This design comes from an exercise in tuning for small area on the open sky130 flow, not from production work. In this exercise RTL edits were held to simulation tests only and were not proved equivalent to the original. The clock port is modelled as an ideal driver; clocking choices that lean on that would not hold on a real chip. Power figures rest on the tool's default switching activity, not on a simulated workload.

job 8487:
// game
module game (
    CLOCK_50, rst, KEY, SW,
    VGA_HS, VGA_VS, VGA_BLANK_N, VGA_SYNC_N, VGA_R, VGA_G, VGA_B,
    ps2_clk, ps2_data,
    HEX0, HEX1, HEX2, HEX3, HEX4, HEX5, HEX6, HEX7,
    LEDR,
    fb_we, fb_waddr, fb_wdata, fb_raddr, fb_rdata
    );
    parameter FAST_DIV   = 15;
    parameter SLOW_DIV   = 30;
    parameter SECOND_DIV = 249;
    input       CLOCK_50;
    input       rst;
    input       [17:0] SW;
    input       [3:0] KEY;
    input       ps2_clk;
    input       ps2_data;
    output [6:0] HEX0, HEX1, HEX2, HEX3, HEX4, HEX6, HEX5, HEX7;
    output [0:0] LEDR;
    output      VGA_HS;
    output      VGA_VS;
    output      VGA_BLANK_N;
    output      VGA_SYNC_N;
    output      [9:0] VGA_R;
    output      [9:0] VGA_G;
    output      [9:0] VGA_B;
    output      fb_we;
    output      [14:0] fb_waddr;
    output      [2:0] fb_wdata;
    output      [14:0] fb_raddr;
    input       [2:0] fb_rdata;
    wire w, a, s, d, up, left, down, right;
    wire [3:0] counter0, counter1, counter2, counter3;
    wire fast = counter1[0];
    wire mv_tick;
    wire p1Dead, p2Dead;
    wire dead = p1Dead | p2Dead;
    wire reposition = ~KEY[0] | dead;
    wire [7:0] t1x, t2x;
    wire [6:0] t1y, t2y;
    ps2_keyboard_min kbd (
        .clk(CLOCK_50), .rst(rst), .ps2_clk(ps2_clk), .ps2_data(ps2_data),
        .w(w), .a(a), .s(s), .d(d), .up(up), .left(left), .down(down), .right(right));
    game_timer timer (
        .clk(CLOCK_50), .rst(rst), .run(SW[17]),
        .counter0(counter0), .counter1(counter1), .counter2(counter2), .counter3(counter3));
    bcd_decoder hx0(counter0, HEX0);
    bcd_decoder hx1(counter1, HEX1);
    bcd_decoder hx2(counter2, HEX2);
    hex_decoder hx3(counter3, HEX3);
    move_divider mdiv (
        .clk(CLOCK_50), .rst(rst), .run(SW[17]), .fast(fast), .tick(mv_tick));
    player #(.X0(8'd25)) pl1 (
        .clk(CLOCK_50), .rst(rst), .tick(mv_tick), .reposition(reposition),
        .dir_keep(KEY[3] | dead),
        .keys({a | SW[12], s | SW[11], w | SW[10], d | SW[9]}),
        .x(t1x), .y(t1y));
  ...
Size in the first run: ~1200 cells after synthesis, about 150 I/O pins, ~8600 sq um of cells after synthesis.
==> flow/config.mk <==
export PLATFORM = sky130hd
export DESIGN_NAME = game
export DESIGN_NICKNAME = game
export VERILOG_FILES = /design/flow/design.v
export SDC_FILE = /design/flow/constraint.sdc
export NUM_CORES = 4
export LEC_CHECK = 0
export ABC_AREA = 1
export CAP_MARGIN = 20
export CORE_MARGIN = 2
export CORE_UTILIZATION = 60
export PLACE_DENSITY = 0.6
export SLEW_MARGIN = 20
==> flow/constraint.sdc <==
create_clock -name core_clock -period 8.0 [get_ports {CLOCK_50}]
set_input_delay 1.6000 -clock core_clock [delete_from_list [all_inputs] [get_ports {CLOCK_50}]]
set_output_delay 1.6000 -clock core_clock [all_outputs]
set_load 0.01 [all_outputs]
standard.sh (not shown) runs the stock make flow with config.mk's settings and CLKGATE_MAP_FILE= SYNTH_SCRIPT=/design/flow/synth_recipe.tcl, a recipe that flattens the netlist after the stock synthesis.
==> flow/flow/run.sh <==
#!/bin/bash
# Standard synthesis, then the combinational logic between the registers is
# mapped again for area with ABC (registers untouched; several random seeds,
# the smallest result kept), then the standard layout with the smallest port
# buffers and a clock tree of clkbuf_8 without dummy loads (leaf buffers with
# light loads then made clkbuf_4, see post_cts.tcl).
# Each tool's output goes to a log file in this folder.
set -euo pipefail
HERE=$(pwd)
R=$HERE/orfs/results/sky130hd/game/base
LIB=$FLOW_HOME/platforms/sky130hd/lib/sky130_fd_sc_hd__tt_025C_1v80.lib

# 1. standard synthesis
bash standard.sh synth > synth.log 2>&1

# 2. area re-mapping of the combinational logic
cp $R/1_2_yosys.v $HERE/std_synth.v
DU=""
for c in $(sed -n '/^export DONT_USE_CELLS/,/^#/p' $FLOW_HOME/platforms/sky130hd/config.mk | grep -oE 'sky130_fd_sc_hd__[a-z0-9_]+'); do
  DU="$DU -dont_use $c"
done
SEQ=$(grep -oE '^\s*sky130_fd_sc_hd__[a-z0-9_]+' std_synth.v | sort -u | grep -E '__(e?dfx|dfr|dfs|dfb|sdf|dl|conb)' | tr '\n' ' ')
remap() {
  S=$1
  sed "s/@SEED@/$S/" flow/remap.abc > remap_$S.abc
  cat > remap_$S.ys <<YS
read_liberty -ignore_miss_func $LIB
read_verilog $HERE/std_synth.v
hierarchy -top game
blackbox $SEQ
flatten
opt_clean
read_liberty -lib -overwrite $LIB
abc -liberty $LIB $DU -script $HERE/remap_$S.abc
opt_clean -purge
splitnets
opt_clean -purge
hilomap -singleton -hicell sky130_fd_sc_hd__conb_1 HI -locell sky130_fd_sc_hd__conb_1 LO
insbuf -buf sky130_fd_sc_hd__buf_1 A X
opt_clean -purge
check -assert
tee -o $HERE/remap_$S.stat stat -liberty $LIB
write_verilog -noattr -nohex -nodec $HERE/remap_$S.v
YS
  yosys -s remap_$S.ys > remap_$S.log 2>&1 || true
}
for S in 0 1 2 3; do remap $S & done; wait
for S in 4 5 6 7; do remap $S & done; wait
for S in 8 9 10 11; do remap $S & done; wait
for S in 12 13 14 15; do remap $S & done; wait
BEST=""; BESTA=""
for S in 0 1 2 3 4 5 6 7 8 9 10 11 12 13 14 15; do
  [[ -f remap_$S.v && -f remap_$S.stat ]] || continue
  if grep -qE '^\s*assign\s+\S+\s*=.*>>' remap_$S.v; then continue; fi
  A=$(grep -oE 'Chip area for module .\\game.: [0-9.]+' remap_$S.stat | awk '{print $NF}')
  [[ -n "$A" ]] || continue
  echo "seed $S area $A" >> remap_choice.log
  if [[ -z "$BESTA" ]] || awk "BEGIN{exit !($A < $BESTA)}"; then BEST=$S; BESTA=$A; fi
done
echo "chosen seed $BEST area $BESTA" >> remap_choice.log
cp remap_$BEST.v $HERE/remap.v
cp remap.v $R/1_2_yosys.v
rm -f $R/1_synth.odb $R/1_synth.sdc

# 3. layout
export BUFFER_PORTS_ARGS="-buffer_cell sky130_fd_sc_hd__buf_1"
export POST_CTS_TCL=$HERE/flow/post_cts.tcl
export CTS_ARGS="-sink_clustering_enable -repair_clock_nets -buf_list sky130_fd_sc_hd__clkbuf_8 -dont_use_dummy_load"
bash standard.sh > layout.log 2>&1
==> flow/flow/post_cts.tcl <==
proc leaf_worst_slew {inst} {
  set worst 0.0
  set out [get_pins -of_objects $inst -filter "direction==output"]
  foreach p [get_pins -of_objects [get_nets -of_objects $out] -filter "direction==input"] {
    foreach e {rise fall} {
      foreach a {min max} {
        set s [get_property $p slew_${a}_$e]
        if {[string is double -strict $s]} { set worst [expr {max($worst, $s)}] }
      }
    }
  }
  return $worst
}
estimate_parasitics -placement
set small [get_lib_cells */sky130_fd_sc_hd__clkbuf_4]
set big [get_lib_cells */sky130_fd_sc_hd__clkbuf_8]
set limit [expr {95e-12 / [sta::time_ui_sta 1.0]}]
set n 0
foreach inst [get_cells clkbuf_*] {
  if {[get_property $inst ref_name] ne "sky130_fd_sc_hd__clkbuf_8"} { continue }
  set out [get_pins -of_objects $inst -filter "direction==output"]
  set loads [get_pins -of_objects [get_nets -of_objects $out] -filter "direction==input"]
  set ffs 0
  foreach p $loads { if {[get_property $p is_clock]} { incr ffs } }
  if {$ffs == 0} { continue }
  replace_cell $inst $small
  estimate_parasitics -placement
  set w [leaf_worst_slew $inst]
  if {$w > $limit} {
    replace_cell $inst $big
    estimate_parasitics -placement
  } else {
    incr n
  }
}
puts "post_cts: $n clock buffers made clkbuf_4"
==> flow/flow/remap.abc <==
strash
&get -n
&deepsyn -T 60 -S @SEED@
&put
dch -f
amap
topo
Per the final summary, job 8487 finished and its layout is clean on timing, DRC and antenna.
Setup changes, job 8487 to job 5322
diff --git a/flow/flow/run.sh b/flow/flow/run.sh
--- a/flow/flow/run.sh
+++ b/flow/flow/run.sh
@@ -2,4 +2,4 @@
 # Standard synthesis, then the combinational logic between the registers is
-# mapped again for area with ABC (registers untouched; several random seeds,
-# the smallest result kept), then the standard layout with the smallest port
+# mapped again for area with ABC (registers untouched; several cell orders
+# and random seeds, the smallest result kept), then the standard layout with the smallest port
 # buffers and a clock tree of clkbuf_8 without dummy loads (leaf buffers with
@@ -22,8 +22,12 @@
 SEQ=$(grep -oE '^\s*sky130_fd_sc_hd__[a-z0-9_]+' std_synth.v | sort -u | grep -E '__(e?dfx|dfr|dfs|dfb|sdf|dl|conb)' | tr '\n' ' ')
+python3 flow/reorder.py std_synth.v std_synth_rev.v rev > reorder.log 2>&1
+python3 flow/reorder.py std_synth.v std_synth_7.v 7 >> reorder.log 2>&1
+cp std_synth.v std_synth_o.v
 remap() {
   S=$1
-  sed "s/@SEED@/$S/" flow/remap.abc > remap_$S.abc
+  ORD=${S%%_*}; TS=${S#*_}
+  sed "s/@SEED@/${TS#*_}/; s/@T@/${TS%_*}/" flow/remap.abc > remap_$S.abc
   cat > remap_$S.ys <<YS
 read_liberty -ignore_miss_func $LIB
-read_verilog $HERE/std_synth.v
+read_verilog $HERE/std_synth_$ORD.v
 hierarchy -top game
@@ -46,8 +50,12 @@
 }
-for S in 0 1 2 3; do remap $S & done; wait
-for S in 4 5 6 7; do remap $S & done; wait
-for S in 8 9 10 11; do remap $S & done; wait
-for S in 12 13 14 15; do remap $S & done; wait
+# candidates ORDER_T_SEED: the netlist's cells in the original, reversed or a
+# shuffled order, ABC time limit T (s) and random seed SEED, four at a time
+CANDS=""
+for ORD in o rev 7; do
+  for G in "0 1 2 3" "4 5 6 7"; do
+    for SD in $G; do remap ${ORD}_60_$SD & CANDS="$CANDS ${ORD}_60_$SD"; done; wait
+  done
+done
 BEST=""; BESTA=""
-for S in 0 1 2 3 4 5 6 7 8 9 10 11 12 13 14 15; do
+for S in $CANDS; do
   [[ -f remap_$S.v && -f remap_$S.stat ]] || continue
==> flow/flow/remap.abc <==
strash
&get -n
&deepsyn -T @T@ -S @SEED@
&put
dch -f
amap
topo
==> flow/flow/reorder.py (new file) <==
# reorder.py IN OUT MODE: writes the netlist IN with its cell instances in
# another order (MODE "rev": reversed, otherwise a number used as a random
# seed), so that ABC reads the same logic in a different order.
import re, random, sys
src = open(sys.argv[1]).read()
pat = re.compile(r'^\s*sky130_fd_sc_hd__\w+\s+\S+\s*\(.*?\);\n', re.S | re.M)
cells = pat.findall(src)
first = pat.search(src).start()
rest = pat.sub('', src)
if sys.argv[3] == 'rev':
    cells.reverse()
else:
    random.Random(int(sys.argv[3])).shuffle(cells)
out = rest[:first] + ''.join(cells) + rest[first:]
open(sys.argv[2], 'w').write(out)
==> comparison <==
- Against job 8487, final area in job 5322 came out worse.
- The routed wire length of job 5322 falls short of that of job 8487 by 1.2%.
- Job 8487 -> job 5322: max-cap check violation count delta 0, exact match
- Looking at worst setup path endpoint, the fb_waddr[13] result is from job 8487; the fb_raddr[12] one comes from job 5322.
Setup changes, job 5322 to job 8218
diff --git a/flow/flow/run.sh b/flow/flow/run.sh
--- a/flow/flow/run.sh
+++ b/flow/flow/run.sh
@@ -2,3 +2,3 @@
 # Standard synthesis, then the combinational logic between the registers is
-# mapped again for area with ABC (registers untouched; several cell orders
+# mapped again for area with ABC (registers untouched; several time limits
 # and random seeds, the smallest result kept), then the standard layout with the smallest port
@@ -22,12 +22,8 @@
 SEQ=$(grep -oE '^\s*sky130_fd_sc_hd__[a-z0-9_]+' std_synth.v | sort -u | grep -E '__(e?dfx|dfr|dfs|dfb|sdf|dl|conb)' | tr '\n' ' ')
-python3 flow/reorder.py std_synth.v std_synth_rev.v rev > reorder.log 2>&1
-python3 flow/reorder.py std_synth.v std_synth_7.v 7 >> reorder.log 2>&1
-cp std_synth.v std_synth_o.v
 remap() {
   S=$1
-  ORD=${S%%_*}; TS=${S#*_}
-  sed "s/@SEED@/${TS#*_}/; s/@T@/${TS%_*}/" flow/remap.abc > remap_$S.abc
+  sed "s/@SEED@/${S#*_}/; s/@T@/${S%_*}/" flow/remap.abc > remap_$S.abc
   cat > remap_$S.ys <<YS
 read_liberty -ignore_miss_func $LIB
-read_verilog $HERE/std_synth_$ORD.v
+read_verilog $HERE/std_synth.v
 hierarchy -top game
@@ -50,8 +46,7 @@
 }
-# candidates ORDER_T_SEED: the netlist's cells in the original, reversed or a
-# shuffled order, ABC time limit T (s) and random seed SEED, four at a time
+# candidates T_SEED: ABC time limit T (s) and random seed SEED, four at a time
 CANDS=""
-for ORD in o rev 7; do
+for T in 40 60 80 100; do
   for G in "0 1 2 3" "4 5 6 7"; do
-    for SD in $G; do remap ${ORD}_60_$SD & CANDS="$CANDS ${ORD}_60_$SD"; done; wait
+    for SD in $G; do remap ${T}_$SD & CANDS="$CANDS ${T}_$SD"; done; wait
   done
removed: flow/flow/reorder.py
[summary]
Comparing job 8218 and job 5322, the lower global-route usage was measured on job 5322.
Non-clock buffer count of job 8218 falls short of that of job 5322 slightly.
Clock slew seen by the registers of the worst setup and hold paths across job 8218 and job 5322: no real change.
Worst-path maximum fanout (lower): job 8218
| sequential share of layout area | job 8218 vs job 5322 | ≈ equal |
Summary of job 8218 over job 5322: fraction of power spent switching nets saw a decrease; leakage power lower.
Relative to job 8218, the following input files were edited for job 6915:
diff --git a/flow/flow/run.sh b/flow/flow/run.sh
--- a/flow/flow/run.sh
+++ b/flow/flow/run.sh
@@ -2,6 +2,5 @@
 # Standard synthesis, then the combinational logic between the registers is
-# mapped again for area with ABC (registers untouched; several time limits
-# and random seeds, the smallest result kept), then the standard layout with the smallest port
-# buffers and a clock tree of clkbuf_8 without dummy loads (leaf buffers with
-# light loads then made clkbuf_4, see post_cts.tcl).
+# mapped again for area with ABC (registers untouched; several random seeds,
+# the smallest result kept), then the standard layout with the smallest port
+# buffers and a clock tree of clkbuf_8 without dummy loads.
 # Each tool's output goes to a log file in this folder.
@@ -24,3 +23,3 @@
   S=$1
-  sed "s/@SEED@/${S#*_}/; s/@T@/${S%_*}/" flow/remap.abc > remap_$S.abc
+  sed "s/@SEED@/$S/" flow/remap.abc > remap_$S.abc
   cat > remap_$S.ys <<YS
@@ -46,11 +45,6 @@
 }
-# candidates T_SEED: ABC time limit T (s) and random seed SEED, four at a time
-CANDS=""
-for T in 40 60 80 100; do
-  for G in "0 1 2 3" "4 5 6 7"; do
-    for SD in $G; do remap ${T}_$SD & CANDS="$CANDS ${T}_$SD"; done; wait
-  done
-done
+for S in 0 1 2 3; do remap $S & done; wait
+for S in 4 5 6 7; do remap $S & done; wait
 BEST=""; BESTA=""
-for S in $CANDS; do
+for S in 0 1 2 3 4 5 6 7; do
   [[ -f remap_$S.v && -f remap_$S.stat ]] || continue
@@ -69,3 +63,2 @@
 export BUFFER_PORTS_ARGS="-buffer_cell sky130_fd_sc_hd__buf_1"
-export POST_CTS_TCL=$HERE/flow/post_cts.tcl
 export CTS_ARGS="-sink_clustering_enable -repair_clock_nets -buf_list sky130_fd_sc_hd__clkbuf_8 -dont_use_dummy_load"
==> flow/flow/remap.abc <==
strash
&get -n
&deepsyn -T 60 -S @SEED@
&put
dch -f
amap
topo
removed: flow/flow/post_cts.tcl
==> comparison <==
Between job 8218 and job 6915, the non-clock buffer contribution to total cell area does not differ in any meaningful way. Job 6915 | status: complete | timing, DRC, antenna: pass. The lower relative area change from synthesis to final layout of job 6915 and job 8218 is in job 8218. Compared with job 8218, in job 6915 worst path buffer plus inverter count fell by 1; maximum frequency rose by 2.9%; sequential share of layout area stayed essentially flat. Share of total power in sequential cells ended up 1.8 points higher on job 6915 than on job 8218. Of job 6915 and job 8218, job 6915 shows the higher peak fanout along the critical path, with job 8218 below it. Die area across job 6915 and job 8218: no real change.
Modified inputs, job 9854 compared to job 6915
==> flow/flow/run.sh <==
#!/bin/bash
# Standard synthesis, then the combinational logic between the registers is
# mapped again for area (registers untouched), then the standard layout with
# the smallest port buffers and a clock tree of small clock buffers without
# dummy loads. Each tool's output goes to a log file in this folder.
set -euo pipefail
HERE=$(pwd)
R=$HERE/orfs/results/sky130hd/game/base
LIB=$FLOW_HOME/platforms/sky130hd/lib/sky130_fd_sc_hd__tt_025C_1v80.lib

# 1. standard synthesis
bash standard.sh synth > synth.log 2>&1

# 2. area re-mapping of the combinational logic
cp $R/1_2_yosys.v $HERE/std_synth.v
DU=""
for c in $(sed -n '/^export DONT_USE_CELLS/,/^#/p' $FLOW_HOME/platforms/sky130hd/config.mk | grep -oE 'sky130_fd_sc_hd__[a-z0-9_]+'); do
  DU="$DU -dont_use $c"
done
SEQ=$(grep -oE '^\s*sky130_fd_sc_hd__[a-z0-9_]+' std_synth.v | sort -u | grep -E '__(e?dfx|dfr|dfs|dfb|sdf|dl|conb)' | tr '\n' ' ')
cat > remap.ys <<YS
read_liberty -ignore_miss_func $LIB
read_verilog $HERE/std_synth.v
hierarchy -top game
blackbox $SEQ
flatten
opt_clean
read_liberty -lib -overwrite $LIB
abc -liberty $LIB $DU -script $HERE/flow/remap.abc
opt_clean -purge
splitnets
opt_clean -purge
hilomap -singleton -hicell sky130_fd_sc_hd__conb_1 HI -locell sky130_fd_sc_hd__conb_1 LO
insbuf -buf sky130_fd_sc_hd__buf_1 A X
opt_clean -purge
check -assert
stat -liberty $LIB
write_verilog -noattr -nohex -nodec $HERE/remap.v
YS
yosys -s remap.ys > remap.log 2>&1
if grep -qE '^\s*assign\s+\S+\s*=.*>>' remap.v; then echo "unmapped logic left" >&2; exit 1; fi
cp remap.v $R/1_2_yosys.v
rm -f $R/1_synth.odb $R/1_synth.sdc

# 3. layout
export BUFFER_PORTS_ARGS="-buffer_cell sky130_fd_sc_hd__buf_1"
export CTS_ARGS="-sink_clustering_enable -repair_clock_nets -buf_list sky130_fd_sc_hd__clkbuf_8 -dont_use_dummy_load"
bash standard.sh > layout.log 2>&1
==> flow/flow/remap.abc <==
strash
&get -n
&deepsyn -T 60
&put
dch -f
amap
topo
==> run summary <==
- The lower routed length on met1 of job 9854 and job 6915 is in job 6915.
- Post-synthesis to final-layout area growth: job 6915 vs job 9854, no meaningful difference
- The number of search-and-repair iterations in the first detailed-routing pass of job 9854 exceeds that of job 6915 by 1.
- [job 9854] setup slack fell 160 ps relative to job 6915
- Job 6915 → job 9854: stage delay of the slowest cell on the critical path dropped 30 ps; fmax dropped 3.1%; final core utilization barely changed.

[port drivers added, routing unchanged]
In the flow no input, the clock included, has a driving cell. The finished layouts below were timed again as built, in two steps. Step 1 assumes that a clkbuf_16 drives the clock port and a buf_2 every other input. Step 2 also shifts input and output timing later by t, the mid clock arrival at the registers, as if the neighbouring blocks saw the same clock. a / b / c = ideal / step 1 / step 2; a / b = the first two.
run | t (ns) | setup slack, ns | worst setup path after step 2
job 8487 | 0.475 | 2.922 / 2.888 / 3.363 | register to output
job 5322 | 0.494 | 2.928 / 2.893 / 3.166 | input to register
job 8218 | 0.475 | 2.922 / 2.888 / 3.363 | register to output
job 6915 | 0.485 | 3.067 / 3.027 / 3.323 | input to register
job 9854 | 0.480 | 2.911 / 2.877 / 3.357 | register to output
After both steps setup and hold are still met in every run listed.
